Source: an optimization exercise on an open RTL-to-GDS flow (aim: small area and a short achievable clock period). Production flows keep margins and buffers that such runs may drop. No functional check of the RTL was part of any run shown here. No activity file was given, so power comes from the tool's default toggle rates.

### design/flow/constraint.sdc
create_clock -name core_clock -period 16.0 [get_ports {clk}]
set_input_delay 3.2000 -clock core_clock [delete_from_list [all_inputs] [get_ports {clk}]]
set_output_delay 3.2000 -clock core_clock [all_outputs]
set_load 0.01 [all_outputs]
### design/flow/run.sh
#!/bin/bash
# synth_recipe.tcl (not shown) runs the flow's synth.tcl, then flattens the netlist and writes it again
# the make line also repeats each setting of config.mk as NAME=value (left out here)
make -C /OpenROAD-flow-scripts/flow DESIGN_CONFIG=/design/flow/config.mk WORK_HOME=/design/flow/orfs CLKGATE_MAP_FILE= SYNTH_SCRIPT=/design/flow/synth_recipe.tcl finish
### design/flow/config.mk
export PLATFORM = sky130hd
export DESIGN_NAME = alu
export DESIGN_NICKNAME = alu
export VERILOG_FILES = /design/flow/design.v
export SDC_FILE = /design/flow/constraint.sdc
export NUM_CORES = 4
export LEC_CHECK = 0
export CAP_MARGIN = 20
export CORE_MARGIN = 2
export CORE_UTILIZATION = 40
export PLACE_DENSITY = 0.6
export SLEW_MARGIN = 20
### design/flow/design.v
module alu(instr,clk,rst,alucon,result,zero,so1,so2);
input [31:0] instr;
input clk;
input rst;
output [3:0] alucon;
output zero;
output reg [31:0] so1;
output reg [31:0] so2;
output [31:0] result;
  reg [2:0] ac;
  assign alucon = {1'b0, ac};
  reg [31:0] s0, s1, s2, s3, s4, s5, s6, s7;
  reg [32*27-1:0] mem;   
  reg        pend;       
  reg [2:0]  pend_rd;    
  reg        pend_ld;    
  reg [4:0]  maddr;      
  reg        mok;        
  reg [31:0] row0;
  reg [31:0] row1;
  reg [31:0] row2;
  reg [31:0] row3;
  reg cin;
  wire ps1 = row0[0] ^ row1[0];
  wire pc2 = row0[0] & row1[0];
  wire ps3 = row0[1] ^ row1[1] ^ row2[1];
  wire pc4 = (row0[1] & row1[1]) | (row0[1] & row2[1]) | (row1[1] & row2[1]);
  wire ps5 = row0[2] ^ row1[2] ^ row2[2];
  wire pc6 = (row0[2] & row1[2]) | (row0[2] & row2[2]) | (row1[2] & row2[2]);
  wire ps7 = row0[3] ^ row1[3] ^ row2[3];
  wire pc8 = (row0[3] & row1[3]) | (row0[3] & row2[3]) | (row1[3] & row2[3]);
  wire ps9 = row0[4] ^ row1[4] ^ row2[4];
  wire pc10 = (row0[4] & row1[4]) | (row0[4] & row2[4]) | (row1[4] & row2[4]);
  wire ps11 = row0[5] ^ row1[5] ^ row2[5];
  wire pc12 = (row0[5] & row1[5]) | (row0[5] & row2[5]) | (row1[5] & row2[5]);
  wire ps13 = row0[6] ^ row1[6] ^ row2[6];
  wire pc14 = (row0[6] & row1[6]) | (row0[6] & row2[6]) | (row1[6] & row2[6]);
  wire ps15 = row0[7] ^ row1[7] ^ row2[7];
  wire pc16 = (row0[7] & row1[7]) | (row0[7] & row2[7]) | (row1[7] & row2[7]);
  wire ps17 = row0[8] ^ row1[8] ^ row2[8];
  wire pc18 = (row0[8] & row1[8]) | (row0[8] & row2[8]) | (row1[8] & row2[8]);
  wire ps19 = row0[9] ^ row1[9] ^ row2[9];
  wire pc20 = (row0[9] & row1[9]) | (row0[9] & row2[9]) | (row1[9] & row2[9]);
  wire ps21 = row0[10] ^ row1[10] ^ row2[10];
  wire pc22 = (row0[10] & row1[10]) | (row0[10] & row2[10]) | (row1[10] & row2[10]);
  wire ps23 = row0[11] ^ row1[11] ^ row2[11];
  wire pc24 = (row0[11] & row1[11]) | (row0[11] & row2[11]) | (row1[11] & row2[11]);
  wire ps25 = row0[12] ^ row1[12] ^ row2[12];
  wire pc26 = (row0[12] & row1[12]) | (row0[12] & row2[12]) | (row1[12] & row2[12]);
  wire ps27 = row0[13] ^ row1[13] ^ row2[13];
  wire pc28 = (row0[13] & row1[13]) | (row0[13] & row2[13]) | (row1[13] & row2[13]);
  wire ps29 = row0[14] ^ row1[14] ^ row2[14];
  wire pc30 = (row0[14] & row1[14]) | (row0[14] & row2[14]) | (row1[14] & row2[14]);
  wire ps31 = row0[15] ^ row1[15] ^ row2[15];
  wire pc32 = (row0[15] & row1[15]) | (row0[15] & row2[15]) | (row1[15] & row2[15]);
  wire ps33 = row0[16] ^ row1[16] ^ row2[16];
  wire pc34 = (row0[16] & row1[16]) | (row0[16] & row2[16]) | (row1[16] & row2[16]);
  wire ps35 = row0[17] ^ row1[17] ^ row2[17];
  wire pc36 = (row0[17] & row1[17]) | (row0[17] & row2[17]) | (row1[17] & row2[17]);
  wire ps37 = row0[18] ^ row1[18] ^ row2[18];
  wire pc38 = (row0[18] & row1[18]) | (row0[18] & row2[18]) | (row1[18] & row2[18]);
  wire ps39 = row0[19] ^ row1[19] ^ row2[19];
  wire pc40 = (row0[19] & row1[19]) | (row0[19] & row2[19]) | (row1[19] & row2[19]);
  wire ps41 = row0[20] ^ row1[20] ^ row2[20];
  wire pc42 = (row0[20] & row1[20]) | (row0[20] & row2[20]) | (row1[20] & row2[20]);
  wire ps43 = row0[21] ^ row1[21] ^ row2[21];
  wire pc44 = (row0[21] & row1[21]) | (row0[21] & row2[21]) | (row1[21] & row2[21]);
  wire ps45 = row0[22] ^ row1[22] ^ row2[22];
  wire pc46 = (row0[22] & row1[22]) | (row0[22] & row2[22]) | (row1[22] & row2[22]);
  wire ps47 = row0[23] ^ row1[23] ^ row2[23];
  wire pc48 = (row0[23] & row1[23]) | (row0[23] & row2[23]) | (row1[23] & row2[23]);
  wire ps49 = row0[24] ^ row1[24] ^ row2[24];
  wire pc50 = (row0[24] & row1[24]) | (row0[24] & row2[24]) | (row1[24] & row2[24]);
  wire ps51 = row0[25] ^ row1[25] ^ row2[25];
  wire pc52 = (row0[25] & row1[25]) | (row0[25] & row2[25]) | (row1[25] & row2[25]);
  wire ps53 = row0[26] ^ row1[26] ^ row2[26];
  wire pc54 = (row0[26] & row1[26]) | (row0[26] & row2[26]) | (row1[26] & row2[26]);
  wire ps55 = row0[27] ^ row1[27] ^ row2[27];
  wire pc56 = (row0[27] & row1[27]) | (row0[27] & row2[27]) | (row1[27] & row2[27]);
  wire ps57 = row0[28] ^ row1[28] ^ row2[28];
  wire pc58 = (row0[28] & row1[28]) | (row0[28] & row2[28]) | (row1[28] & row2[28]);
  wire ps59 = row0[29] ^ row1[29] ^ row2[29];
  wire pc60 = (row0[29] & row1[29]) | (row0[29] & row2[29]) | (row1[29] & row2[29]);
  wire ps61 = row0[30] ^ row1[30] ^ row2[30];
  wire pc62 = (row0[30] & row1[30]) | (row0[30] & row2[30]) | (row1[30] & row2[30]);
  wire ps63 = row0[31] ^ row1[31] ^ row2[31];
  wire pc64 = (row0[31] & row1[31]) | (row0[31] & row2[31]) | (row1[31] & row2[31]);
  wire ps65 = row2[0] ^ row3[0];
  wire pc66 = row2[0] & row3[0];
  wire ps67 = row3[1] ^ ps3 ^ pc2;
  wire pc68 = (row3[1] & ps3) | (row3[1] & pc2) | (ps3 & pc2);
  wire ps69 = row3[2] ^ ps5 ^ pc4;
  wire pc70 = (row3[2] & ps5) | (row3[2] & pc4) | (ps5 & pc4);
  wire ps71 = row3[3] ^ ps7 ^ pc6;
  wire pc72 = (row3[3] & ps7) | (row3[3] & pc6) | (ps7 & pc6);
  wire ps73 = row3[4] ^ ps9 ^ pc8;
  wire pc74 = (row3[4] & ps9) | (row3[4] & pc8) | (ps9 & pc8);
  wire ps75 = row3[5] ^ ps11 ^ pc10;
  wire pc76 = (row3[5] & ps11) | (row3[5] & pc10) | (ps11 & pc10);
  wire ps77 = row3[6] ^ ps13 ^ pc12;
  wire pc78 = (row3[6] & ps13) | (row3[6] & pc12) | (ps13 & pc12);
  wire ps79 = row3[7] ^ ps15 ^ pc14;
  wire pc80 = (row3[7] & ps15) | (row3[7] & pc14) | (ps15 & pc14);
  wire ps81 = row3[8] ^ ps17 ^ pc16;
  wire pc82 = (row3[8] & ps17) | (row3[8] & pc16) | (ps17 & pc16);
  wire ps83 = row3[9] ^ ps19 ^ pc18;
  wire pc84 = (row3[9] & ps19) | (row3[9] & pc18) | (ps19 & pc18);
  wire ps85 = row3[10] ^ ps21 ^ pc20;
  wire pc86 = (row3[10] & ps21) | (row3[10] & pc20) | (ps21 & pc20);
  wire ps87 = row3[11] ^ ps23 ^ pc22;
  wire pc88 = (row3[11] & ps23) | (row3[11] & pc22) | (ps23 & pc22);
  wire ps89 = row3[12] ^ ps25 ^ pc24;
  wire pc90 = (row3[12] & ps25) | (row3[12] & pc24) | (ps25 & pc24);
  wire ps91 = row3[13] ^ ps27 ^ pc26;
  wire pc92 = (row3[13] & ps27) | (row3[13] & pc26) | (ps27 & pc26);
  wire ps93 = row3[14] ^ ps29 ^ pc28;
  wire pc94 = (row3[14] & ps29) | (row3[14] & pc28) | (ps29 & pc28);
  wire ps95 = row3[15] ^ ps31 ^ pc30;
  wire pc96 = (row3[15] & ps31) | (row3[15] & pc30) | (ps31 & pc30);
  wire ps97 = row3[16] ^ ps33 ^ pc32;
  wire pc98 = (row3[16] & ps33) | (row3[16] & pc32) | (ps33 & pc32);
  wire ps99 = row3[17] ^ ps35 ^ pc34;
  wire pc100 = (row3[17] & ps35) | (row3[17] & pc34) | (ps35 & pc34);
  wire ps101 = row3[18] ^ ps37 ^ pc36;
  wire pc102 = (row3[18] & ps37) | (row3[18] & pc36) | (ps37 & pc36);
  wire ps103 = row3[19] ^ ps39 ^ pc38;
  wire pc104 = (row3[19] & ps39) | (row3[19] & pc38) | (ps39 & pc38);
  wire ps105 = row3[20] ^ ps41 ^ pc40;
  wire pc106 = (row3[20] & ps41) | (row3[20] & pc40) | (ps41 & pc40);
  wire ps107 = row3[21] ^ ps43 ^ pc42;
  wire pc108 = (row3[21] & ps43) | (row3[21] & pc42) | (ps43 & pc42);
  wire ps109 = row3[22] ^ ps45 ^ pc44;
  wire pc110 = (row3[22] & ps45) | (row3[22] & pc44) | (ps45 & pc44);
  wire ps111 = row3[23] ^ ps47 ^ pc46;
  wire pc112 = (row3[23] & ps47) | (row3[23] & pc46) | (ps47 & pc46);
  wire ps113 = row3[24] ^ ps49 ^ pc48;
  wire pc114 = (row3[24] & ps49) | (row3[24] & pc48) | (ps49 & pc48);
  wire ps115 = row3[25] ^ ps51 ^ pc50;
  wire pc116 = (row3[25] & ps51) | (row3[25] & pc50) | (ps51 & pc50);
  wire ps117 = row3[26] ^ ps53 ^ pc52;
  wire pc118 = (row3[26] & ps53) | (row3[26] & pc52) | (ps53 & pc52);
  wire ps119 = row3[27] ^ ps55 ^ pc54;
  wire pc120 = (row3[27] & ps55) | (row3[27] & pc54) | (ps55 & pc54);
  wire ps121 = row3[28] ^ ps57 ^ pc56;
  wire pc122 = (row3[28] & ps57) | (row3[28] & pc56) | (ps57 & pc56);
  wire ps123 = row3[29] ^ ps59 ^ pc58;
  wire pc124 = (row3[29] & ps59) | (row3[29] & pc58) | (ps59 & pc58);
  wire ps125 = row3[30] ^ ps61 ^ pc60;
  wire pc126 = (row3[30] & ps61) | (row3[30] & pc60) | (ps61 & pc60);
  wire ps127 = row3[31] ^ ps63 ^ pc62;
  wire pc128 = (row3[31] & ps63) | (row3[31] & pc62) | (ps63 & pc62);
  wire [31:0] fa_ = {ps127, ps125, ps123, ps121, ps119, ps117, ps115, ps113, ps111, ps109, ps107, ps105, ps103, ps101, ps99, ps97, ps95, ps93, ps91, ps89, ps87, ps85, ps83, ps81, ps79, ps77, ps75, ps73, ps71, ps69, ps67, ps1};
  wire [31:0] fb_ = {pc126, pc124, pc122, pc120, pc118, pc116, pc114, pc112, pc110, pc108, pc106, pc104, pc102, pc100, pc98, pc96, pc94, pc92, pc90, pc88, pc86, pc84, pc82, pc80, pc78, pc76, pc74, pc72, pc70, pc68, pc66, ps65};
  wire [31:0] sum = fa_ + fb_ + {31'b0, cin};
  wire zsum = ~|(fa_ ^ fb_ ^ {fa_[30:0] | fb_[30:0], cin});
  wire [31:0] andv = so1 & so2;
  wire [31:0] orv = so1 | so2;
  assign result = (ac == 3'd0) ? andv : (ac == 3'd1) ? orv : sum;
  assign zero = (ac == 3'd0) ? ~|andv : (ac == 3'd1) ? ~|orv : zsum;
  reg [31:0] mrd;
  always @* begin
    case (maddr)
      5'd0: mrd = mem[31:0];
      5'd1: mrd = mem[63:32];
      5'd2: mrd = mem[95:64];
      5'd3: mrd = mem[127:96];
      5'd4: mrd = mem[159:128];
      5'd5: mrd = mem[191:160];
      5'd6: mrd = mem[223:192];
      5'd7: mrd = mem[255:224];
      5'd8: mrd = mem[287:256];
      5'd9: mrd = mem[319:288];
      5'd10: mrd = mem[351:320];
      5'd11: mrd = mem[383:352];
      5'd12: mrd = mem[415:384];
      5'd13: mrd = mem[447:416];
      5'd14: mrd = mem[479:448];
      5'd15: mrd = mem[511:480];
      5'd16: mrd = mem[543:512];
      5'd17: mrd = mem[575:544];
      5'd18: mrd = mem[607:576];
      5'd19: mrd = mem[639:608];
      5'd20: mrd = mem[671:640];
      5'd21: mrd = mem[703:672];
      5'd22: mrd = mem[735:704];
      5'd23: mrd = mem[767:736];
      5'd24: mrd = mem[799:768];
      5'd25: mrd = mem[831:800];
      5'd26: mrd = mem[863:832];
      default: mrd = 32'b0;
    endcase
  end
  wire [31:0] pv = pend_ld ? (mok ? mrd : 32'b0) : result;
  wire [5:0] op = instr[31:26];
  wire [5:0] fn = instr[5:0];
  wire [4:0] rs = instr[25:21];
  wire [4:0] rt = instr[20:16];
  wire [4:0] rd = instr[15:11];
  wire [15:0] imm = instr[15:0];
  wire isR  = op == 6'h00;
  wire isLW = op == 6'h23;
  wire isSW = op == 6'h2b;
  wire isAI = op == 6'h08;
  wire isBQ = op == 6'h04;
  wire isI  = isLW | isSW | isAI;
  wire rs_ok = rs[4:3] == 2'b10;
  wire rt_ok = rt[4:3] == 2'b10;
  wire rd_ok = rd[4:3] == 2'b10;
  reg [2:0] ac_n;
  always @* begin
    ac_n = ac;
    if (isR) begin
      if (fn == 6'h20) ac_n = 3'd2;
      else if (fn == 6'h22) ac_n = 3'd3;
      else if (fn == 6'h24) ac_n = 3'd0;
      else if (fn == 6'h25) ac_n = 3'd1;
      else if (fn == 6'h18) ac_n = 3'd4;
    end else if (isI) ac_n = 3'd2;
    else if (isBQ) ac_n = 3'd3;
  end
  function [31:0] rdreg(input [2:0] a);
    case (a)
      3'd0: rdreg = s0; 3'd1: rdreg = s1; 3'd2: rdreg = s2; 3'd3: rdreg = s3;
      3'd4: rdreg = s4; 3'd5: rdreg = s5; 3'd6: rdreg = s6; default: rdreg = s7;
    endcase
  endfunction
  wire [31:0] r1 = (pend && pend_rd == rs[2:0]) ? pv : rdreg(rs[2:0]);
  wire [31:0] r2 = (pend && pend_rd == rt[2:0]) ? pv : rdreg(rt[2:0]);
  wire [31:0] x = ((isR | isBQ | isI) & rs_ok) ? r1 : so1;
  wire [31:0] y = ((isR | isBQ) & rt_ok) ? r2 : isI ? {16'b0, imm} : so2;
  wire [31:0] eb = {16'b0, imm};
  wire [5:0] ea_lo = {1'b0, x[4:0]} + {1'b0, imm[4:0]};
  wire [31:0] ea_ph = x ^ eb;
  wire [31:0] ea_pg = x | eb;
  wire ea_hz = (ea_ph[5] == ea_lo[5]) & (ea_ph[31:6] == ea_pg[30:5]);
  wire ea_ok = ea_hz & (ea_lo[4:0] < 5'd27);
  wire bn0 = y[1] & ~(y[0] & 1'b0);
  wire b10 = y[0] ^ 1'b0;
  wire b20 = (y[1] & ~y[0] & ~1'b0) | (~y[1] & y[0] & 1'b0);
  wire [31:0] pp0 = ({32{b10}} & x[31:0] | {32{b20}} & {x[30:0], 1'b0}) ^ {32{bn0}};
  wire bn1 = y[3] & ~(y[2] & y[1]);
  wire b11 = y[2] ^ y[1];
  wire b21 = (y[3] & ~y[2] & ~y[1]) | (~y[3] & y[2] & y[1]);
  wire [29:0] pp1 = ({30{b11}} & x[29:0] | {30{b21}} & {x[28:0], 1'b0}) ^ {30{bn1}};
  wire bn2 = y[5] & ~(y[4] & y[3]);
  wire b12 = y[4] ^ y[3];
  wire b22 = (y[5] & ~y[4] & ~y[3]) | (~y[5] & y[4] & y[3]);
  wire [27:0] pp2 = ({28{b12}} & x[27:0] | {28{b22}} & {x[26:0], 1'b0}) ^ {28{bn2}};
  wire bn3 = y[7] & ~(y[6] & y[5]);
  wire b13 = y[6] ^ y[5];
  wire b23 = (y[7] & ~y[6] & ~y[5]) | (~y[7] & y[6] & y[5]);
  wire [25:0] pp3 = ({26{b13}} & x[25:0] | {26{b23}} & {x[24:0], 1'b0}) ^ {26{bn3}};
  wire bn4 = y[9] & ~(y[8] & y[7]);
  wire b14 = y[8] ^ y[7];
  wire b24 = (y[9] & ~y[8] & ~y[7]) | (~y[9] & y[8] & y[7]);
  wire [23:0] pp4 = ({24{b14}} & x[23:0] | {24{b24}} & {x[22:0], 1'b0}) ^ {24{bn4}};
  wire bn5 = y[11] & ~(y[10] & y[9]);
  wire b15 = y[10] ^ y[9];
  wire b25 = (y[11] & ~y[10] & ~y[9]) | (~y[11] & y[10] & y[9]);
  wire [21:0] pp5 = ({22{b15}} & x[21:0] | {22{b25}} & {x[20:0], 1'b0}) ^ {22{bn5}};
  wire bn6 = y[13] & ~(y[12] & y[11]);
  wire b16 = y[12] ^ y[11];
  wire b26 = (y[13] & ~y[12] & ~y[11]) | (~y[13] & y[12] & y[11]);
  wire [19:0] pp6 = ({20{b16}} & x[19:0] | {20{b26}} & {x[18:0], 1'b0}) ^ {20{bn6}};
  wire bn7 = y[15] & ~(y[14] & y[13]);
  wire b17 = y[14] ^ y[13];
  wire b27 = (y[15] & ~y[14] & ~y[13]) | (~y[15] & y[14] & y[13]);
  wire [17:0] pp7 = ({18{b17}} & x[17:0] | {18{b27}} & {x[16:0], 1'b0}) ^ {18{bn7}};
  wire bn8 = y[17] & ~(y[16] & y[15]);
  wire b18 = y[16] ^ y[15];
  wire b28 = (y[17] & ~y[16] & ~y[15]) | (~y[17] & y[16] & y[15]);
  wire [15:0] pp8 = ({16{b18}} & x[15:0] | {16{b28}} & {x[14:0], 1'b0}) ^ {16{bn8}};
  wire bn9 = y[19] & ~(y[18] & y[17]);
  wire b19 = y[18] ^ y[17];
  wire b29 = (y[19] & ~y[18] & ~y[17]) | (~y[19] & y[18] & y[17]);
  wire [13:0] pp9 = ({14{b19}} & x[13:0] | {14{b29}} & {x[12:0], 1'b0}) ^ {14{bn9}};
  wire bn10 = y[21] & ~(y[20] & y[19]);
  wire b110 = y[20] ^ y[19];
  wire b210 = (y[21] & ~y[20] & ~y[19]) | (~y[21] & y[20] & y[19]);
  wire [11:0] pp10 = ({12{b110}} & x[11:0] | {12{b210}} & {x[10:0], 1'b0}) ^ {12{bn10}};
  wire bn11 = y[23] & ~(y[22] & y[21]);
  wire b111 = y[22] ^ y[21];
  wire b211 = (y[23] & ~y[22] & ~y[21]) | (~y[23] & y[22] & y[21]);
  wire [9:0] pp11 = ({10{b111}} & x[9:0] | {10{b211}} & {x[8:0], 1'b0}) ^ {10{bn11}};
  wire bn12 = y[25] & ~(y[24] & y[23]);
  wire b112 = y[24] ^ y[23];
  wire b212 = (y[25] & ~y[24] & ~y[23]) | (~y[25] & y[24] & y[23]);
  wire [7:0] pp12 = ({8{b112}} & x[7:0] | {8{b212}} & {x[6:0], 1'b0}) ^ {8{bn12}};
  wire bn13 = y[27] & ~(y[26] & y[25]);
  wire b113 = y[26] ^ y[25];
  wire b213 = (y[27] & ~y[26] & ~y[25]) | (~y[27] & y[26] & y[25]);
  wire [5:0] pp13 = ({6{b113}} & x[5:0] | {6{b213}} & {x[4:0], 1'b0}) ^ {6{bn13}};
  wire bn14 = y[29] & ~(y[28] & y[27]);
  wire b114 = y[28] ^ y[27];
  wire b214 = (y[29] & ~y[28] & ~y[27]) | (~y[29] & y[28] & y[27]);
  wire [3:0] pp14 = ({4{b114}} & x[3:0] | {4{b214}} & {x[2:0], 1'b0}) ^ {4{bn14}};
  wire bn15 = y[31] & ~(y[30] & y[29]);
  wire b115 = y[30] ^ y[29];
  wire b215 = (y[31] & ~y[30] & ~y[29]) | (~y[31] & y[30] & y[29]);
  wire pp15_0 = b115 & x[0];
  wire pp15_1 = b115 ? (x[1] ^ (bn15 & x[0])) : (b215 & x[0]);
  wire ms129 = pp0[24] ^ pp1[22];
  wire mc130 = pp0[24] & pp1[22];
  wire ms131 = pp0[25] ^ pp1[23];
  wire mc132 = pp0[25] & pp1[23];
  wire ms133 = pp0[26] ^ pp1[24] ^ pp2[22];
  wire mc134 = (pp0[26] & pp1[24]) | (pp0[26] & pp2[22]) | (pp1[24] & pp2[22]);
  wire ms135 = pp3[20] ^ pp4[18];
  wire mc136 = pp3[20] & pp4[18];
  wire ms137 = pp0[27] ^ pp1[25] ^ pp2[23];
  wire mc138 = (pp0[27] & pp1[25]) | (pp0[27] & pp2[23]) | (pp1[25] & pp2[23]);
  wire ms139 = pp3[21] ^ pp4[19];
  wire mc140 = pp3[21] & pp4[19];
  wire ms141 = pp0[28] ^ pp1[26] ^ pp2[24];
  wire mc142 = (pp0[28] & pp1[26]) | (pp0[28] & pp2[24]) | (pp1[26] & pp2[24]);
  wire ms143 = pp3[22] ^ pp4[20] ^ pp5[18];
  wire mc144 = (pp3[22] & pp4[20]) | (pp3[22] & pp5[18]) | (pp4[20] & pp5[18]);
  wire ms145 = pp6[16] ^ pp7[14];
  wire mc146 = pp6[16] & pp7[14];
  wire ms147 = pp0[29] ^ pp1[27] ^ pp2[25];
  wire mc148 = (pp0[29] & pp1[27]) | (pp0[29] & pp2[25]) | (pp1[27] & pp2[25]);
  wire ms149 = pp3[23] ^ pp4[21] ^ pp5[19];
  wire mc150 = (pp3[23] & pp4[21]) | (pp3[23] & pp5[19]) | (pp4[21] & pp5[19]);
  wire ms151 = pp6[17] ^ pp7[15];
  wire mc152 = pp6[17] & pp7[15];
  wire ms153 = pp0[30] ^ pp1[28] ^ pp2[26];
  wire mc154 = (pp0[30] & pp1[28]) | (pp0[30] & pp2[26]) | (pp1[28] & pp2[26]);
  wire ms155 = pp3[24] ^ pp4[22] ^ pp5[20];
  wire mc156 = (pp3[24] & pp4[22]) | (pp3[24] & pp5[20]) | (pp4[22] & pp5[20]);
  wire ms157 = pp6[18] ^ pp7[16] ^ pp8[14];
  wire mc158 = (pp6[18] & pp7[16]) | (pp6[18] & pp8[14]) | (pp7[16] & pp8[14]);
  wire ms159 = pp0[31] ^ pp1[29] ^ pp2[27];
  wire mc160 = (pp0[31] & pp1[29]) | (pp0[31] & pp2[27]) | (pp1[29] & pp2[27]);
  wire ms161 = pp3[25] ^ pp4[23] ^ pp5[21];
  wire mc162 = (pp3[25] & pp4[23]) | (pp3[25] & pp5[21]) | (pp4[23] & pp5[21]);
  wire ms163 = pp6[19] ^ pp7[17] ^ pp8[15];
  wire mc164 = (pp6[19] & pp7[17]) | (pp6[19] & pp8[15]) | (pp7[17] & pp8[15]);
  wire ms165 = pp0[16] ^ pp1[14];
  wire mc166 = pp0[16] & pp1[14];
  wire ms167 = pp0[17] ^ pp1[15];
  wire mc168 = pp0[17] & pp1[15];
  wire ms169 = pp0[18] ^ pp1[16] ^ pp2[14];
  wire mc170 = (pp0[18] & pp1[16]) | (pp0[18] & pp2[14]) | (pp1[16] & pp2[14]);
  wire ms171 = pp3[12] ^ pp4[10];
  wire mc172 = pp3[12] & pp4[10];
  wire ms173 = pp0[19] ^ pp1[17] ^ pp2[15];
  wire mc174 = (pp0[19] & pp1[17]) | (pp0[19] & pp2[15]) | (pp1[17] & pp2[15]);
  wire ms175 = pp3[13] ^ pp4[11];
  wire mc176 = pp3[13] & pp4[11];
  wire ms177 = pp0[20] ^ pp1[18] ^ pp2[16];
  wire mc178 = (pp0[20] & pp1[18]) | (pp0[20] & pp2[16]) | (pp1[18] & pp2[16]);
  wire ms179 = pp3[14] ^ pp4[12] ^ pp5[10];
  wire mc180 = (pp3[14] & pp4[12]) | (pp3[14] & pp5[10]) | (pp4[12] & pp5[10]);
  wire ms181 = pp6[8] ^ pp7[6];
  wire mc182 = pp6[8] & pp7[6];
  wire ms183 = pp0[21] ^ pp1[19] ^ pp2[17];
  wire mc184 = (pp0[21] & pp1[19]) | (pp0[21] & pp2[17]) | (pp1[19] & pp2[17]);
  wire ms185 = pp3[15] ^ pp4[13] ^ pp5[11];
  wire mc186 = (pp3[15] & pp4[13]) | (pp3[15] & pp5[11]) | (pp4[13] & pp5[11]);
  wire ms187 = pp6[9] ^ pp7[7];
  wire mc188 = pp6[9] & pp7[7];
  wire ms189 = pp0[22] ^ pp1[20] ^ pp2[18];
  wire mc190 = (pp0[22] & pp1[20]) | (pp0[22] & pp2[18]) | (pp1[20] & pp2[18]);
  wire ms191 = pp3[16] ^ pp4[14] ^ pp5[12];
  wire mc192 = (pp3[16] & pp4[14]) | (pp3[16] & pp5[12]) | (pp4[14] & pp5[12]);
  wire ms193 = pp6[10] ^ pp7[8] ^ pp8[6];
  wire mc194 = (pp6[10] & pp7[8]) | (pp6[10] & pp8[6]) | (pp7[8] & pp8[6]);
  wire ms195 = pp9[4] ^ pp10[2];
  wire mc196 = pp9[4] & pp10[2];
  wire ms197 = pp0[23] ^ pp1[21] ^ pp2[19];
  wire mc198 = (pp0[23] & pp1[21]) | (pp0[23] & pp2[19]) | (pp1[21] & pp2[19]);
  wire ms199 = pp3[17] ^ pp4[15] ^ pp5[13];
  wire mc200 = (pp3[17] & pp4[15]) | (pp3[17] & pp5[13]) | (pp4[15] & pp5[13]);
  wire ms201 = pp6[11] ^ pp7[9] ^ pp8[7];
  wire mc202 = (pp6[11] & pp7[9]) | (pp6[11] & pp8[7]) | (pp7[9] & pp8[7]);
  wire ms203 = pp9[5] ^ pp10[3];
  wire mc204 = pp9[5] & pp10[3];
  wire ms205 = pp2[20] ^ pp3[18] ^ pp4[16];
  wire mc206 = (pp2[20] & pp3[18]) | (pp2[20] & pp4[16]) | (pp3[18] & pp4[16]);
  wire ms207 = pp5[14] ^ pp6[12] ^ pp7[10];
  wire mc208 = (pp5[14] & pp6[12]) | (pp5[14] & pp7[10]) | (pp6[12] & pp7[10]);
  wire ms209 = pp8[8] ^ pp9[6] ^ pp10[4];
  wire mc210 = (pp8[8] & pp9[6]) | (pp8[8] & pp10[4]) | (pp9[6] & pp10[4]);
  wire ms211 = pp11[2] ^ pp12[0] ^ bn12;
  wire mc212 = (pp11[2] & pp12[0]) | (pp11[2] & bn12) | (pp12[0] & bn12);
  wire ms213 = pp2[21] ^ pp3[19] ^ pp4[17];
  wire mc214 = (pp2[21] & pp3[19]) | (pp2[21] & pp4[17]) | (pp3[19] & pp4[17]);
  wire ms215 = pp5[15] ^ pp6[13] ^ pp7[11];
  wire mc216 = (pp5[15] & pp6[13]) | (pp5[15] & pp7[11]) | (pp6[13] & pp7[11]);
  wire ms217 = pp8[9] ^ pp9[7] ^ pp10[5];
  wire mc218 = (pp8[9] & pp9[7]) | (pp8[9] & pp10[5]) | (pp9[7] & pp10[5]);
  wire ms219 = pp11[3] ^ pp12[1] ^ ms131;
  wire mc220 = (pp11[3] & pp12[1]) | (pp11[3] & ms131) | (pp12[1] & ms131);
  wire ms221 = pp5[16] ^ pp6[14] ^ pp7[12];
  wire mc222 = (pp5[16] & pp6[14]) | (pp5[16] & pp7[12]) | (pp6[14] & pp7[12]);
  wire ms223 = pp8[10] ^ pp9[8] ^ pp10[6];
  wire mc224 = (pp8[10] & pp9[8]) | (pp8[10] & pp10[6]) | (pp9[8] & pp10[6]);
  wire ms225 = pp11[4] ^ pp12[2] ^ pp13[0];
  wire mc226 = (pp11[4] & pp12[2]) | (pp11[4] & pp13[0]) | (pp12[2] & pp13[0]);
  wire ms227 = bn13 ^ ms133 ^ ms135;
  wire mc228 = (bn13 & ms133) | (bn13 & ms135) | (ms133 & ms135);
  wire ms229 = pp5[17] ^ pp6[15] ^ pp7[13];
  wire mc230 = (pp5[17] & pp6[15]) | (pp5[17] & pp7[13]) | (pp6[15] & pp7[13]);
  wire ms231 = pp8[11] ^ pp9[9] ^ pp10[7];
  wire mc232 = (pp8[11] & pp9[9]) | (pp8[11] & pp10[7]) | (pp9[9] & pp10[7]);
  wire ms233 = pp11[5] ^ pp12[3] ^ pp13[1];
  wire mc234 = (pp11[5] & pp12[3]) | (pp11[5] & pp13[1]) | (pp12[3] & pp13[1]);
  wire ms235 = ms137 ^ ms139 ^ mc134;
  wire mc236 = (ms137 & ms139) | (ms137 & mc134) | (ms139 & mc134);
  wire ms237 = pp8[12] ^ pp9[10] ^ pp10[8];
  wire mc238 = (pp8[12] & pp9[10]) | (pp8[12] & pp10[8]) | (pp9[10] & pp10[8]);
  wire ms239 = pp11[6] ^ pp12[4] ^ pp13[2];
  wire mc240 = (pp11[6] & pp12[4]) | (pp11[6] & pp13[2]) | (pp12[4] & pp13[2]);
  wire ms241 = pp14[0] ^ bn14 ^ ms141;
  wire mc242 = (pp14[0] & bn14) | (pp14[0] & ms141) | (bn14 & ms141);
  wire ms243 = ms143 ^ ms145 ^ mc138;
  wire mc244 = (ms143 & ms145) | (ms143 & mc138) | (ms145 & mc138);
  wire ms245 = pp8[13] ^ pp9[11] ^ pp10[9];
  wire mc246 = (pp8[13] & pp9[11]) | (pp8[13] & pp10[9]) | (pp9[11] & pp10[9]);
  wire ms247 = pp11[7] ^ pp12[5] ^ pp13[3];
  wire mc248 = (pp11[7] & pp12[5]) | (pp11[7] & pp13[3]) | (pp12[5] & pp13[3]);
  wire ms249 = pp14[1] ^ ms147 ^ ms149;
  wire mc250 = (pp14[1] & ms147) | (pp14[1] & ms149) | (ms147 & ms149);
  wire ms251 = ms151 ^ mc142 ^ mc144;
  wire mc252 = (ms151 & mc142) | (ms151 & mc144) | (mc142 & mc144);
  wire ms253 = pp9[12] ^ pp10[10] ^ pp11[8];
  wire mc254 = (pp9[12] & pp10[10]) | (pp9[12] & pp11[8]) | (pp10[10] & pp11[8]);
  wire ms255 = pp12[6] ^ pp13[4] ^ pp14[2];
  wire mc256 = (pp12[6] & pp13[4]) | (pp12[6] & pp14[2]) | (pp13[4] & pp14[2]);
  wire ms257 = pp15_0 ^ ms153 ^ ms155;
  wire mc258 = (pp15_0 & ms153) | (pp15_0 & ms155) | (ms153 & ms155);
  wire ms259 = ms157 ^ mc148 ^ mc150;
  wire mc260 = (ms157 & mc148) | (ms157 & mc150) | (mc148 & mc150);
  wire ms261 = pp9[13] ^ pp10[11] ^ pp11[9];
  wire mc262 = (pp9[13] & pp10[11]) | (pp9[13] & pp11[9]) | (pp10[11] & pp11[9]);
  wire ms263 = pp12[7] ^ pp13[5] ^ pp14[3];
  wire mc264 = (pp12[7] & pp13[5]) | (pp12[7] & pp14[3]) | (pp13[5] & pp14[3]);
  wire ms265 = pp15_1 ^ ms159 ^ ms161;
  wire mc266 = (pp15_1 & ms159) | (pp15_1 & ms161) | (ms159 & ms161);
  wire ms267 = ms163 ^ mc154 ^ mc156;
  wire mc268 = (ms163 & mc154) | (ms163 & mc156) | (mc154 & mc156);
  wire ms269 = pp0[10] ^ pp1[8];
  wire mc270 = pp0[10] & pp1[8];
  wire ms271 = pp0[11] ^ pp1[9];
  wire mc272 = pp0[11] & pp1[9];
  wire ms273 = pp0[12] ^ pp1[10] ^ pp2[8];
  wire mc274 = (pp0[12] & pp1[10]) | (pp0[12] & pp2[8]) | (pp1[10] & pp2[8]);
  wire ms275 = pp3[6] ^ pp4[4];
  wire mc276 = pp3[6] & pp4[4];
  wire ms277 = pp0[13] ^ pp1[11] ^ pp2[9];
  wire mc278 = (pp0[13] & pp1[11]) | (pp0[13] & pp2[9]) | (pp1[11] & pp2[9]);
  wire ms279 = pp3[7] ^ pp4[5];
  wire mc280 = pp3[7] & pp4[5];
  wire ms281 = pp0[14] ^ pp1[12] ^ pp2[10];
  wire mc282 = (pp0[14] & pp1[12]) | (pp0[14] & pp2[10]) | (pp1[12] & pp2[10]);
  wire ms283 = pp3[8] ^ pp4[6] ^ pp5[4];
  wire mc284 = (pp3[8] & pp4[6]) | (pp3[8] & pp5[4]) | (pp4[6] & pp5[4]);
  wire ms285 = pp6[2] ^ pp7[0];
  wire mc286 = pp6[2] & pp7[0];
  wire ms287 = pp0[15] ^ pp1[13] ^ pp2[11];
  wire mc288 = (pp0[15] & pp1[13]) | (pp0[15] & pp2[11]) | (pp1[13] & pp2[11]);
  wire ms289 = pp3[9] ^ pp4[7] ^ pp5[5];
  wire mc290 = (pp3[9] & pp4[7]) | (pp3[9] & pp5[5]) | (pp4[7] & pp5[5]);
  wire ms291 = pp6[3] ^ pp7[1];
  wire mc292 = pp6[3] & pp7[1];
  wire ms293 = pp2[12] ^ pp3[10] ^ pp4[8];
  wire mc294 = (pp2[12] & pp3[10]) | (pp2[12] & pp4[8]) | (pp3[10] & pp4[8]);
  wire ms295 = pp5[6] ^ pp6[4] ^ pp7[2];
  wire mc296 = (pp5[6] & pp6[4]) | (pp5[6] & pp7[2]) | (pp6[4] & pp7[2]);
  wire ms297 = pp8[0] ^ bn8 ^ ms165;
  wire mc298 = (pp8[0] & bn8) | (pp8[0] & ms165) | (bn8 & ms165);
  wire ms299 = pp2[13] ^ pp3[11] ^ pp4[9];
  wire mc300 = (pp2[13] & pp3[11]) | (pp2[13] & pp4[9]) | (pp3[11] & pp4[9]);
  wire ms301 = pp5[7] ^ pp6[5] ^ pp7[3];
  wire mc302 = (pp5[7] & pp6[5]) | (pp5[7] & pp7[3]) | (pp6[5] & pp7[3]);
  wire ms303 = pp8[1] ^ ms167 ^ mc166;
  wire mc304 = (pp8[1] & ms167) | (pp8[1] & mc166) | (ms167 & mc166);
  wire ms305 = pp5[8] ^ pp6[6] ^ pp7[4];
  wire mc306 = (pp5[8] & pp6[6]) | (pp5[8] & pp7[4]) | (pp6[6] & pp7[4]);
  wire ms307 = pp8[2] ^ pp9[0] ^ bn9;
  wire mc308 = (pp8[2] & pp9[0]) | (pp8[2] & bn9) | (pp9[0] & bn9);
  wire ms309 = ms169 ^ ms171 ^ mc168;
  wire mc310 = (ms169 & ms171) | (ms169 & mc168) | (ms171 & mc168);
  wire ms311 = pp5[9] ^ pp6[7] ^ pp7[5];
  wire mc312 = (pp5[9] & pp6[7]) | (pp5[9] & pp7[5]) | (pp6[7] & pp7[5]);
  wire ms313 = pp8[3] ^ pp9[1] ^ ms173;
  wire mc314 = (pp8[3] & pp9[1]) | (pp8[3] & ms173) | (pp9[1] & ms173);
  wire ms315 = ms175 ^ mc170 ^ mc172;
  wire mc316 = (ms175 & mc170) | (ms175 & mc172) | (mc170 & mc172);
  wire ms317 = pp8[4] ^ pp9[2] ^ pp10[0];
  wire mc318 = (pp8[4] & pp9[2]) | (pp8[4] & pp10[0]) | (pp9[2] & pp10[0]);
  wire ms319 = bn10 ^ ms177 ^ ms179;
  wire mc320 = (bn10 & ms177) | (bn10 & ms179) | (ms177 & ms179);
  wire ms321 = ms181 ^ mc174 ^ mc176;
  wire mc322 = (ms181 & mc174) | (ms181 & mc176) | (mc174 & mc176);
  wire ms323 = pp8[5] ^ pp9[3] ^ pp10[1];
  wire mc324 = (pp8[5] & pp9[3]) | (pp8[5] & pp10[1]) | (pp9[3] & pp10[1]);
  wire ms325 = ms183 ^ ms185 ^ ms187;
  wire mc326 = (ms183 & ms185) | (ms183 & ms187) | (ms185 & ms187);
  wire ms327 = mc178 ^ mc180 ^ mc182;
  wire mc328 = (mc178 & mc180) | (mc178 & mc182) | (mc180 & mc182);
  wire ms329 = pp11[0] ^ bn11 ^ ms189;
  wire mc330 = (pp11[0] & bn11) | (pp11[0] & ms189) | (bn11 & ms189);
  wire ms331 = ms191 ^ ms193 ^ ms195;
  wire mc332 = (ms191 & ms193) | (ms191 & ms195) | (ms193 & ms195);
  wire ms333 = mc184 ^ mc186 ^ mc188;
  wire mc334 = (mc184 & mc186) | (mc184 & mc188) | (mc186 & mc188);
  wire ms335 = pp11[1] ^ ms197 ^ ms199;
  wire mc336 = (pp11[1] & ms197) | (pp11[1] & ms199) | (ms197 & ms199);
  wire ms337 = ms201 ^ ms203 ^ mc190;
  wire mc338 = (ms201 & ms203) | (ms201 & mc190) | (ms203 & mc190);
  wire ms339 = mc192 ^ mc194 ^ mc196;
  wire mc340 = (mc192 & mc194) | (mc192 & mc196) | (mc194 & mc196);
  wire ms341 = ms129 ^ ms205 ^ ms207;
  wire mc342 = (ms129 & ms205) | (ms129 & ms207) | (ms205 & ms207);
  wire ms343 = ms209 ^ ms211 ^ mc198;
  wire mc344 = (ms209 & ms211) | (ms209 & mc198) | (ms211 & mc198);
  wire ms345 = mc200 ^ mc202 ^ mc204;
  wire mc346 = (mc200 & mc202) | (mc200 & mc204) | (mc202 & mc204);
  wire ms347 = mc130 ^ ms213 ^ ms215;
  wire mc348 = (mc130 & ms213) | (mc130 & ms215) | (ms213 & ms215);
  wire ms349 = ms217 ^ ms219 ^ mc206;
  wire mc350 = (ms217 & ms219) | (ms217 & mc206) | (ms219 & mc206);
  wire ms351 = mc208 ^ mc210 ^ mc212;
  wire mc352 = (mc208 & mc210) | (mc208 & mc212) | (mc210 & mc212);
  wire ms353 = mc132 ^ ms221 ^ ms223;
  wire mc354 = (mc132 & ms221) | (mc132 & ms223) | (ms221 & ms223);
  wire ms355 = ms225 ^ ms227 ^ mc214;
  wire mc356 = (ms225 & ms227) | (ms225 & mc214) | (ms227 & mc214);
  wire ms357 = mc216 ^ mc218 ^ mc220;
  wire mc358 = (mc216 & mc218) | (mc216 & mc220) | (mc218 & mc220);
  wire ms359 = mc136 ^ ms229 ^ ms231;
  wire mc360 = (mc136 & ms229) | (mc136 & ms231) | (ms229 & ms231);
  wire ms361 = ms233 ^ ms235 ^ mc222;
  wire mc362 = (ms233 & ms235) | (ms233 & mc222) | (ms235 & mc222);
  wire ms363 = mc224 ^ mc226 ^ mc228;
  wire mc364 = (mc224 & mc226) | (mc224 & mc228) | (mc226 & mc228);
  wire ms365 = mc140 ^ ms237 ^ ms239;
  wire mc366 = (mc140 & ms237) | (mc140 & ms239) | (ms237 & ms239);
  wire ms367 = ms241 ^ ms243 ^ mc230;
  wire mc368 = (ms241 & ms243) | (ms241 & mc230) | (ms243 & mc230);
  wire ms369 = mc232 ^ mc234 ^ mc236;
  wire mc370 = (mc232 & mc234) | (mc232 & mc236) | (mc234 & mc236);
  wire ms371 = mc146 ^ ms245 ^ ms247;
  wire mc372 = (mc146 & ms245) | (mc146 & ms247) | (ms245 & ms247);
  wire ms373 = ms249 ^ ms251 ^ mc238;
  wire mc374 = (ms249 & ms251) | (ms249 & mc238) | (ms251 & mc238);
  wire ms375 = mc240 ^ mc242 ^ mc244;
  wire mc376 = (mc240 & mc242) | (mc240 & mc244) | (mc242 & mc244);
  wire ms377 = mc152 ^ ms253 ^ ms255;
  wire mc378 = (mc152 & ms253) | (mc152 & ms255) | (ms253 & ms255);
  wire ms379 = ms257 ^ ms259 ^ mc246;
  wire mc380 = (ms257 & ms259) | (ms257 & mc246) | (ms259 & mc246);
  wire ms381 = mc248 ^ mc250 ^ mc252;
  wire mc382 = (mc248 & mc250) | (mc248 & mc252) | (mc250 & mc252);
  wire ms383 = mc158 ^ ms261 ^ ms263;
  wire mc384 = (mc158 & ms261) | (mc158 & ms263) | (ms261 & ms263);
  wire ms385 = ms265 ^ ms267 ^ mc254;
  wire mc386 = (ms265 & ms267) | (ms265 & mc254) | (ms267 & mc254);
  wire ms387 = mc256 ^ mc258 ^ mc260;
  wire mc388 = (mc256 & mc258) | (mc256 & mc260) | (mc258 & mc260);
  wire ms389 = pp0[6] ^ pp1[4];
  wire mc390 = pp0[6] & pp1[4];
  wire ms391 = pp0[7] ^ pp1[5];
  wire mc392 = pp0[7] & pp1[5];
  wire ms393 = pp0[8] ^ pp1[6] ^ pp2[4];
  wire mc394 = (pp0[8] & pp1[6]) | (pp0[8] & pp2[4]) | (pp1[6] & pp2[4]);
  wire ms395 = pp3[2] ^ pp4[0];
  wire mc396 = pp3[2] & pp4[0];
  wire ms397 = pp0[9] ^ pp1[7] ^ pp2[5];
  wire mc398 = (pp0[9] & pp1[7]) | (pp0[9] & pp2[5]) | (pp1[7] & pp2[5]);
  wire ms399 = pp3[3] ^ pp4[1];
  wire mc400 = pp3[3] & pp4[1];
  wire ms401 = pp2[6] ^ pp3[4] ^ pp4[2];
  wire mc402 = (pp2[6] & pp3[4]) | (pp2[6] & pp4[2]) | (pp3[4] & pp4[2]);
  wire ms403 = pp5[0] ^ bn5 ^ ms269;
  wire mc404 = (pp5[0] & bn5) | (pp5[0] & ms269) | (bn5 & ms269);
  wire ms405 = pp2[7] ^ pp3[5] ^ pp4[3];
  wire mc406 = (pp2[7] & pp3[5]) | (pp2[7] & pp4[3]) | (pp3[5] & pp4[3]);
  wire ms407 = pp5[1] ^ ms271 ^ mc270;
  wire mc408 = (pp5[1] & ms271) | (pp5[1] & mc270) | (ms271 & mc270);
  wire ms409 = pp5[2] ^ pp6[0] ^ bn6;
  wire mc410 = (pp5[2] & pp6[0]) | (pp5[2] & bn6) | (pp6[0] & bn6);
  wire ms411 = ms273 ^ ms275 ^ mc272;
  wire mc412 = (ms273 & ms275) | (ms273 & mc272) | (ms275 & mc272);
  wire ms413 = pp5[3] ^ pp6[1] ^ ms277;
  wire mc414 = (pp5[3] & pp6[1]) | (pp5[3] & ms277) | (pp6[1] & ms277);
  wire ms415 = ms279 ^ mc274 ^ mc276;
  wire mc416 = (ms279 & mc274) | (ms279 & mc276) | (mc274 & mc276);
  wire ms417 = bn7 ^ ms281 ^ ms283;
  wire mc418 = (bn7 & ms281) | (bn7 & ms283) | (ms281 & ms283);
  wire ms419 = ms285 ^ mc278 ^ mc280;
  wire mc420 = (ms285 & mc278) | (ms285 & mc280) | (mc278 & mc280);
  wire ms421 = ms287 ^ ms289 ^ ms291;
  wire mc422 = (ms287 & ms289) | (ms287 & ms291) | (ms289 & ms291);
  wire ms423 = mc282 ^ mc284 ^ mc286;
  wire mc424 = (mc282 & mc284) | (mc282 & mc286) | (mc284 & mc286);
  wire ms425 = ms293 ^ ms295 ^ ms297;
  wire mc426 = (ms293 & ms295) | (ms293 & ms297) | (ms295 & ms297);
  wire ms427 = mc288 ^ mc290 ^ mc292;
  wire mc428 = (mc288 & mc290) | (mc288 & mc292) | (mc290 & mc292);
  wire ms429 = ms299 ^ ms301 ^ ms303;
  wire mc430 = (ms299 & ms301) | (ms299 & ms303) | (ms301 & ms303);
  wire ms431 = mc294 ^ mc296 ^ mc298;
  wire mc432 = (mc294 & mc296) | (mc294 & mc298) | (mc296 & mc298);
  wire ms433 = ms305 ^ ms307 ^ ms309;
  wire mc434 = (ms305 & ms307) | (ms305 & ms309) | (ms307 & ms309);
  wire ms435 = mc300 ^ mc302 ^ mc304;
  wire mc436 = (mc300 & mc302) | (mc300 & mc304) | (mc302 & mc304);
  wire ms437 = ms311 ^ ms313 ^ ms315;
  wire mc438 = (ms311 & ms313) | (ms311 & ms315) | (ms313 & ms315);
  wire ms439 = mc306 ^ mc308 ^ mc310;
  wire mc440 = (mc306 & mc308) | (mc306 & mc310) | (mc308 & mc310);
  wire ms441 = ms317 ^ ms319 ^ ms321;
  wire mc442 = (ms317 & ms319) | (ms317 & ms321) | (ms319 & ms321);
  wire ms443 = mc312 ^ mc314 ^ mc316;
  wire mc444 = (mc312 & mc314) | (mc312 & mc316) | (mc314 & mc316);
  wire ms445 = ms323 ^ ms325 ^ ms327;
  wire mc446 = (ms323 & ms325) | (ms323 & ms327) | (ms325 & ms327);
  wire ms447 = mc318 ^ mc320 ^ mc322;
  wire mc448 = (mc318 & mc320) | (mc318 & mc322) | (mc320 & mc322);
  wire ms449 = ms329 ^ ms331 ^ ms333;
  wire mc450 = (ms329 & ms331) | (ms329 & ms333) | (ms331 & ms333);
  wire ms451 = mc324 ^ mc326 ^ mc328;
  wire mc452 = (mc324 & mc326) | (mc324 & mc328) | (mc326 & mc328);
  wire ms453 = ms335 ^ ms337 ^ ms339;
  wire mc454 = (ms335 & ms337) | (ms335 & ms339) | (ms337 & ms339);
  wire ms455 = mc330 ^ mc332 ^ mc334;
  wire mc456 = (mc330 & mc332) | (mc330 & mc334) | (mc332 & mc334);
  wire ms457 = ms341 ^ ms343 ^ ms345;
  wire mc458 = (ms341 & ms343) | (ms341 & ms345) | (ms343 & ms345);
  wire ms459 = mc336 ^ mc338 ^ mc340;
  wire mc460 = (mc336 & mc338) | (mc336 & mc340) | (mc338 & mc340);
  wire ms461 = ms347 ^ ms349 ^ ms351;
  wire mc462 = (ms347 & ms349) | (ms347 & ms351) | (ms349 & ms351);
  wire ms463 = mc342 ^ mc344 ^ mc346;
  wire mc464 = (mc342 & mc344) | (mc342 & mc346) | (mc344 & mc346);
  wire ms465 = ms353 ^ ms355 ^ ms357;
  wire mc466 = (ms353 & ms355) | (ms353 & ms357) | (ms355 & ms357);
  wire ms467 = mc348 ^ mc350 ^ mc352;
  wire mc468 = (mc348 & mc350) | (mc348 & mc352) | (mc350 & mc352);
  wire ms469 = ms359 ^ ms361 ^ ms363;
  wire mc470 = (ms359 & ms361) | (ms359 & ms363) | (ms361 & ms363);
  wire ms471 = mc354 ^ mc356 ^ mc358;
  wire mc472 = (mc354 & mc356) | (mc354 & mc358) | (mc356 & mc358);
  wire ms473 = ms365 ^ ms367 ^ ms369;
  wire mc474 = (ms365 & ms367) | (ms365 & ms369) | (ms367 & ms369);
  wire ms475 = mc360 ^ mc362 ^ mc364;
  wire mc476 = (mc360 & mc362) | (mc360 & mc364) | (mc362 & mc364);
  wire ms477 = ms371 ^ ms373 ^ ms375;
  wire mc478 = (ms371 & ms373) | (ms371 & ms375) | (ms373 & ms375);
  wire ms479 = mc366 ^ mc368 ^ mc370;
  wire mc480 = (mc366 & mc368) | (mc366 & mc370) | (mc368 & mc370);
  wire ms481 = ms377 ^ ms379 ^ ms381;
  wire mc482 = (ms377 & ms379) | (ms377 & ms381) | (ms379 & ms381);
  wire ms483 = mc372 ^ mc374 ^ mc376;
  wire mc484 = (mc372 & mc374) | (mc372 & mc376) | (mc374 & mc376);
  wire ms485 = ms383 ^ ms385 ^ ms387;
  wire mc486 = (ms383 & ms385) | (ms383 & ms387) | (ms385 & ms387);
  wire ms487 = mc378 ^ mc380 ^ mc382;
  wire mc488 = (mc378 & mc380) | (mc378 & mc382) | (mc380 & mc382);
  wire [31:0] mrow0 = {ms485, ms481, ms477, ms473, ms469, ms465, ms461, ms457, ms453, ms449, ms445, ms441, ms437, ms433, ms429, ms425, ms421, ms417, ms413, ms409, ms405, ms401, ms397, bn4, pp2[3], pp2[2], pp0[5], pp0[4], pp0[3], pp0[2], pp0[1], pp0[0]};
  wire [31:0] mrow1 = {ms487, ms483, ms479, ms475, ms471, ms467, ms463, ms459, ms455, ms451, ms447, ms443, ms439, ms435, ms431, ms427, ms423, ms419, ms415, ms411, ms407, ms403, ms399, ms393, pp3[1], pp3[0], pp1[3], pp1[2], pp1[1], pp1[0], 1'b0, bn0};
  wire [31:0] mrow2 = {mc482, mc478, mc474, mc470, mc466, mc462, mc458, mc454, mc450, mc446, mc442, mc438, mc434, mc430, mc426, mc422, mc418, mc414, mc410, mc406, mc402, mc398, mc394, ms395, ms391, bn3, pp2[1], pp2[0], 1'b0, bn1, 1'b0, 1'b0};
  wire [31:0] mrow3 = {mc484, mc480, mc476, mc472, mc468, mc464, mc460, mc456, mc452, mc448, mc444, mc440, mc436, mc432, mc428, mc424, mc420, mc416, mc412, mc408, mc404, mc400, mc396, mc392, mc390, ms389, 1'b0, bn2, 1'b0, 1'b0, 1'b0, 1'b0};
  wire mul_n = ac_n == 3'd4;
  wire sub_n = ac_n == 3'd3;
  always @(posedge clk) begin
    if (rst) begin
      ac <= 3'd0; so1 <= 32'b0; so2 <= 32'b0;
      pend <= 1'b0;
    end else begin
      ac <= ac_n; so1 <= x; so2 <= y;
      pend <= (isR & rd_ok) | ((isAI | isLW) & rt_ok);
    end
    pend_rd <= isR ? rd[2:0] : rt[2:0];
    pend_ld <= isLW;
    maddr <= ea_lo[4:0];
    mok <= ea_ok;
    row0 <= mul_n ? mrow0 : x;
    row1 <= mul_n ? mrow1 : (sub_n ? ~y : y);
    row2 <= mul_n ? mrow2 : 32'b0;
    row3 <= mul_n ? mrow3 : 32'b0;
    cin <= sub_n & ~mul_n;
  end
  wire [31:0] pv0 = pv & {32{~rst}};
  wire [7:0] swe;
  genvar w;
  generate
    for (w = 0; w < 8; w = w + 1) begin : g_swe
      assign swe[w] = rst | (pend && pend_rd == w);
    end
  endgenerate
  always @(posedge clk) begin
    if (swe[0]) s0 <= pv0;
    if (swe[1]) s1 <= pv0;
    if (swe[2]) s2 <= pv0;
    if (swe[3]) s3 <= pv0;
    if (swe[4]) s4 <= pv0;
    if (swe[5]) s5 <= pv0;
    if (swe[6]) s6 <= pv0;
    if (swe[7]) s7 <= pv0;
  end
  wire st = isSW & rt_ok & ea_ok;
  wire [31:0] sd = r2;
  wire [31:0] sd0 = sd & {32{~rst}};
  wire [31:0] sd1 = sd | {32{rst}};
  generate
    for (w = 0; w < 27; w = w + 1) begin : g_mem
      wire we = rst | (st && ea_lo[4:0] == w);
      wire [31:0] c = (w < 18) ? w + 1 : 32'b0;
      always @(posedge clk)
        if (we) mem[32*w +: 32] <= (c & sd1) | (~c & sd0);
    end
  endgenerate
endmodule
==> results of run 1 <==
worst min-delay path, delay by kind of cell (launching register included):
family	cells	cell delay, ns
buffers and inverters	2	0.28
flip-flops	1	0.30
AO/OA/AOI/OAI	1	0.15
AND/OR/NAND/NOR	2	0.15
cell type report:
class                           count  area [sq um]
Fill cell                       15128         90720
Clock buffer                      178          3781
Tap cell                         2204          2758
Sequential cell                  1319         37620
Antenna cell                       12         30.03
Clock inverter                     78         883.3
Inverter                          295          1107
Multi-Input combinational cell   3491         27680
Timing Repair Buffer              360          3020
where the power goes:
part,leakage (nW),switching (mW),internal (mW)
registers,13.0,0.0706,3.96
logic,12.9,0.682,0.260
clock network,2.27,1.46,1.85
total,28.2,2.21,6.07
path summary, 6_finish.rpt:
check	start	to	slack, ns
setup / recovery	instr[16]	row0[31]	4.79
hold / removal	so1[12]	so1[12]	0.94
setup reg to reg	maddr[4]	row0[31]	5.70
hold reg to reg	so1[12]	so1[12]	0.94
routing by layer:
metal,part of all wire,GRT usage,wire [um]
met5,0.00032,0,93
met4,0.071,0.1958,20510
met3,0.13,0.09672,38820
met2,0.41,0.4592,118800
met1,0.38,0.4437,110000
kinds of logic after synthesis:
| family | after synthesis |
|---|---|
| mux | 162 |
| compound gates | 1333 |
| simple gates | 1288 |
| fa+ha+maj | 332 |
| buf+inv | 717 |
| xor+xnor | 375 |
| other cells | 1 |
| flops | 1319 |
flip-flops by register name, summed over array words and instances (netlist names), 27 cells and up:
name	flops
mem	864
row0	32
row1	32
row2	29
row3	27
s0	32
s1	32
s2	32
s3	32
s4	32
s5	32
s6	32
s7	32
so1	32
so2	32
synthesized netlist by cell type, drive strengths merged, types with 154 or more instances:
cell type	instances	area [sq um]
a21oi	189	945.9
inv	295	1107
clkbuf	295	1107
xnor2	236	2074
and3	154	963.4
a22oi	468	3513
fa	192	3844
edfxtp	1120	33630
nand2	291	1092
dfxtp	199	3984
o21ai	155	783.3
nor2	326	1234
through the flow:
| step | setup slack [ns] | cell area (sq um) | utilization | total power [mW] |
|---|---|---|---|---|
| detailed placement | 4.198 | 72130 | 0.4304 | 5.002 |
| CTS | 5.033 | 76800 | 0.4582 | 8.258 |
| floorplan | 4.512 | 67660 | - | 4.558 |
| global placement | 4.491 | 72120 | 0.4303 | 4.989 |
| global route | 4.444 | 76850 | 0.4586 | 8.466 |
| finish | 4.790 | 76870 | 0.4587 | 8.281 |
==> results.tsv, run 1 <==
metric	value	unit
Hold Crit Class	reg2reg	
most used cell, CP	xnor2_1	
cts repair resizes	0	
Reg2Reg Depth	27	
vias	51543	
clk latency of the worst-skew pair	0.83	ns
WHS	0.9424	ns
post-synthesis xor/xnor area fraction	0.04967	
drt initial violations	8632	
vias in the first global route	48006	
clk sinks	1319	
Top FF cell, synth	edfxtp_1	
#FFs+latches synth	1319	
Final period util	0.7006	
register area share after synthesis	0.5559	
dpl cells	7667	
io pins	135	
FMAX	89.20	MHz
Critical Path AT	11.93	ns
Cells after Synth	5527	
drt wl/cell	36.31	um
multiplexer share of the synthesized area	0.03379	
hold path depth	5	
Initial Utilization	0.4037	
family with the most delay on the worst path	XOR/XNOR gates	
CP max stage delay	0.96	ns
CTS tree	done	
TritonCTS buffer count	142	
clock slew at reported path FFs	0.07	ns
Worst Path Required	16.72	ns
Layout area overhead	13.62	%
Die Wd	415.3	um
Slew Limit Headroom	0.1088	
Clock Tree Buf Depth	3	
Post-synth ARST share	0	
Warnings, synthesis	1	
first-pass GRT wire length	394100	um
adder-cell share of the synthesized area	0.08207	
Detail Placement HPWL	192700	um
Synth cell types	98	
mean area per synthesized cell	12.24	sq um
drt drc	0	
cell row count	150	
layout cells sized above 1	0.1210	
Setup crit start kind	primary input	
Routed WL	288200	um
Layout Nets	5958	
Max Transition Viols Final	0	
Finished Layout Cells	7937	
Netlist Area Pre-Place	67660	sq um
DRT Pass-1 Iters	7	
commonest non-fill, non-tap cell in the layout	edfxtp_1	
main combinational cell family by area after synthesis	compound AO/OA/AOI/OAI gates	
crit path capture type	register	
worst path cell trace	buf_4, buf_4, and2_1, nand2_1, o221a_2, a211oi_1, o21ai_0, ha_1, a22oi_1, xnor2_1, fa_1, inv_1, fa_1, xnor2_1, xnor2_1, xnor2_1, xnor2_1, xnor2_1, xnor2_1, xnor3_1, xnor3_1, xnor3_1, xnor3_1, mux2i_1	
maximum vdd ir drop	0.09082	mV
post-CTS setup buffers	0	
Post-synth EDFFs	1120	
crit path buf inv count	3	
initial antenna violation count	22	
root buffer cell	clkbuf_16	
H-tree Lvls	4	
ANT nets after route	0	
Synth Area in Simple Gates	0.09516	
unrepaired setup endpoints after global routing	false	
Leak	28.18	nW
GR Overflow Total	0	
Setup-failing EPs final	0	
skew final	0.06235	ns
vias per cell	6.494	
gpl congestion	1.004	
Final min period	11.21	ns
CP max-delay cell	ha_1	
full die area	172500	sq um
outcome	finished clean	
endpoints failing hold	0	
largest net degree at the start of global routing	92	
commonest non-fill, non-tap cells in the layout	edfxtp_1, a22oi_1, inv_1	
core region area	167600	sq um
critical path depth in cells	24	
total track usage	0.3266	
# Max-Cap Violations	0	
Crit Path Category	in2reg	
Slew @ Worst Pin	1.337	ns
hold buffers post-CTS	0	
syn nets	5876	
Critical Path Fanout Max	53	
I/O Buffers	133	
total power divided by cell area	107.7	nW/um^2
post-synthesis compound-gate area fraction	0.1419	
die height	415.3	um
setup_tns	0	ns
==> run 2, diff against run 1 <==
--- a/design/flow/config.mk
+++ b/design/flow/config.mk
@@ -7,2 +7,3 @@
 export LEC_CHECK = 0
+export ABC_AREA = 1
 export CAP_MARGIN = 20
==> run 2 against run 1 <==
Compared with the run above:
- still clean on timing, DRC and antenna
- register-to-register slack gained 1.4 ns
- power is 2.3% higher
- sequential cell count unchanged
- via count grew 9.1%
- sequential power rose by 1%
- largest cell class unchanged
==> results.tsv, run 2 <==
metric	value	unit	change
outcome	finished clean		unchanged
Final min period	10.52	ns	was 11.21 ns
dominant cells by area after synthesis	edfxtp_1, nand2_1, dfxtp_1		was edfxtp_1, dfxtp_1, fa_1
hold path depth	4		was 5
clk sinks	1319		unchanged
R2R Setup Slk	7.07	ns	was 5.70 ns
Fill cells	16272		was 15128
Final period util	0.6575		was 0.7006
Critical Path AT	11.02	ns	was 11.93 ns
Yosys top cell by area	edfxtp_1		unchanged
Reg2Reg Depth	30		was 27
ANT nets after route	0		unchanged
I/O Buffers	133		unchanged
Largest Register	mem		unchanged
Top FF cell, synth	edfxtp_1		unchanged
Worst Path Required	16.50	ns	was 16.72 ns
cell area after layout	78630	sq um	was 76870 sq um
Routed WL	274500	um	was 288200 um
Layout Nets	7703		was 5958
Max Transition Viols Final	0		unchanged
reg-to-reg critical path endpoint	mem[576]		was row0[31]
Slew @ Worst Pin	1.291	ns	was 1.337 ns
# Max-Cap Violations	0		unchanged
Hold Crit Class	reg2reg		unchanged
total track usage	0.3075		was 0.3266
Leak	32.77	nW	was 28.18 nW
skew final	0.06517	ns	was 0.06235 ns
Setup crit start kind	primary input		unchanged
Register Area	37620	sq um	unchanged
layout cells sized above 1	0.07428		was 0.1210
max reg flops	864		unchanged
Detail Placement HPWL	189300	um	was 192700 um
Post-synth ARST share	0		unchanged
crit path capture type	register		unchanged
most numerous cell in the Yosys netlist	nand2_1		was edfxtp_1
R2R Path Start	row0[6]		was maddr[4]
maximum vdd ir drop	0.09876	mV	was 0.09082 mV
initial antenna violation count	10		was 22
Clock Tree Buf Depth	3		unchanged
Setup-failing EPs final	0		unchanged
cts repair resizes	0		unchanged
clk latency of the worst-skew pair	0.82	ns	was 0.83 ns
drt initial violations	8133		was 8632
full die area	175900	sq um	was 172500 sq um
drt drc	0		unchanged
Crit Path Category	in2reg		unchanged
commonest non-fill, non-tap cells in the layout	nand2_1, edfxtp_1, inv_1		was edfxtp_1, a22oi_1, inv_1
area of the multi-input gates	27330	sq um	was 27680 sq um
core region area	171500	sq um	was 167600 sq um
gpl congestion	1.034		was 1.004
Netlist Area Pre-Place	69010	sq um	was 67660 sq um
WHS	0.7624	ns	was 0.9424 ns
Die Wd	419.4	um	was 415.3 um
TritonCTS buffer count	144		was 142
Area after DPL	73820	sq um	was 72130 sq um
Post-synth EDFFs	1120		unchanged
Synth cell types	63		was 98
post-CTS setup buffers	0		unchanged
Worst Min Path Start	so2[31]		was so1[12]
Critical Path Fanout Max	37		was 53
unrepaired setup endpoints after global routing	false		unchanged
Slew Limit Headroom	0.1303		was 0.1088
Yosys top cell area share	0.4873		was 0.4971
largest net degree at the start of global routing	68		was 92
CTS tree	done		unchanged
syn nets	7578		was 5876
#FFs+latches synth	1319		unchanged
vias in the first global route	52510		was 48006
first-pass GRT wire length	386000	um	was 394100 um
die height	419.4	um	was 415.3 um
Hold Path End	so2[31]		was so1[12]
vias	56251		was 51543
Warnings, synthesis	1		unchanged
GR Overflow Total	0		unchanged
FMAX	95.06	MHz	was 89.20 MHz
Layout area overhead	13.94	%	was 13.62%
cell row count	152		was 150
clock slew at reported path FFs	0.07	ns	about the same
Cells after Synth	7229		was 5527
mean area per synthesized cell	9.546	sq um	was 12.24 sq um
root buffer cell	clkbuf_16		unchanged
hold buffers post-CTS	0		unchanged
vias per cell	5.748		was 6.494
total power divided by cell area	107.7	nW/um^2	about the same
endpoints failing hold	0		unchanged
register area share after synthesis	0.5451		was 0.5559
io pins	135		unchanged
H-tree Lvls	4		unchanged
DRT Pass-1 Iters	8		was 7
setup_tns	0	ns	unchanged
drt wl/cell	28.04	um	was 36.31 um
most frequent cells after synthesis	nand2_1, edfxtp_1, inv_1, nor2_1, o22ai_1		was edfxtp_1, a22oi_1, nor2_1, clkbuf_1, inv_1
Initial Utilization	0.4023		was 0.4037
commonest non-fill, non-tap cell in the layout	nand2_1		was edfxtp_1
run 2: changes by cell type in the layout (fill, tap and decap cells not counted), sizes merged, moves of 215 or more:
cell,before,now
a22oi,468,22
inv,301,886
o22ai,47,363
nand2,291,1945
xnor2,236,21
nand3,95,358
nor2,326,605
run 2: through the flow:
| step | total power, mW | cells | setup WS (ns) | utilization |
|---|---|---|---|---|
| finish | 8.473 | 9787 | 5.481 | 0.4584 |
| detailed placement | 5.189 | 9515 | 4.392 | 0.4303 |
| CTS | 8.483 | 9779 | 5.238 | 0.4579 |
| global placement | 5.172 | 9512 | 4.405 | 0.4298 |
| global route | 8.712 | 9783 | 5.029 | 0.4583 |
| floorplan | 4.684 | 7229 | 6.046 | - |
run 2: cell families (layout without fill, tap and decap cells):
family	count (synthesis)	in the layout	share of synthesized area
compound gates	1018	1018	0.09080
xor+xnor	253	253	0.03211
fa+ha+maj	315	315	0.07800
buf+inv	1217	1460	0.06919
flops	1319	1319	0.5451
mux	2	2	0.0002901
other cells	1	6	0.00005434
simple gates	3104	3104	0.1845
run 2: layout make-up:
cell class / count / share of cell area
inverters: 894 / 0.04271
diodes: 5 / 0.0001591
flip-flops and latches: 1319 / 0.4784
clock inverters: 88 / 0.01205
clock buffers: 176 / 0.04812
repair buffers: 302 / 0.03435
multi-input cells: 4693 / 0.3475
well taps: 2310 / 0.03676
run 2: worst max-delay path: stages:
cell             delay [ns]
clkdlybuf4s50_1        0.43
nor2_1                 0.12
nand2_1                0.08
nor2_1                 0.61
inv_1                  0.24
nand2_1                0.20
nand2_1                0.07
buf_4                  0.29
inv_1                  0.39
buf_4                  0.35
nand3_1                0.14
nand2_1                0.07
buf_4                  0.27
ha_1                   0.20
inv_1                  0.07
fa_1                   0.42
o21ai_0                0.33
xor2_2                 0.23
buf_4                  0.40
inv_1                  0.40
o211ai_1               0.27
nor3b_1                0.22
nand3_1                0.16
nor3_4                 0.50
nand4_1                0.39
o21ai_4                0.65
buf_16                 0.25
run 2: worst max-delay path by stage:
stage / from / end / slack [ns] / depth (start not counted)
after CTS: instr[23] / mem[276] / 5.24 / 24
final: instr[27] / mem[576] / 5.48 / 27
after global placement: instr[27] / mem[593] / 4.41 / 26
after global routing: instr[23] / mem[576] / 5.03 / 25
after detailed placement: instr[23] / mem[260] / 4.39 / 24
after floorplan: instr[30] / mem[160] / 6.05 / 25
run 2: power breakdown:
part	switching (mW)	leakage (nW)	internal, mW
registers	0.0731	13.1	4.02
clock network	1.45	2.29	1.87
logic	0.794	17.4	0.266
run 2: layer usage:
metal / track usage / wire (um)
met1: 0.4106 / 107000
met2: 0.4632 / 119200
met3: 0.06607 / 29370
met4: 0.1749 / 18770
met5: 0 / 69

[port drivers added, routing unchanged]
In the flow no input, the clock included, has a driving cell. The finished layouts below were timed again as built, in two steps.
Step 1: set_driving_cell puts a clkbuf_16 on clk and a buf_2 on each other input, an assumption about the parent block.
Step 2 also shifts input and output timing later by t, the mid clock arrival at the registers, as if the neighbouring blocks saw the same clock.
a / b / c = ideal / step 1 / step 2; a / b = the first two.
| run | t (ns) | setup WS [ns] | slew at the worst register clock pin (ns) | pins driven straight from the clock port |
|---|---|---|---|---|
| run 1 | 0.884 | 4.790 / 4.700 / 3.816 | 0.07 / 0.07 | 1 |
| run 2 | 0.873 | 5.481 / 5.535 / 4.662 | 0.08 / 0.08 | 1 |
After both steps every run listed still meets setup and hold. The setup slack of run 1, which loses most, moves by -0.090 ns with the drivers and by -0.974 ns with both steps.
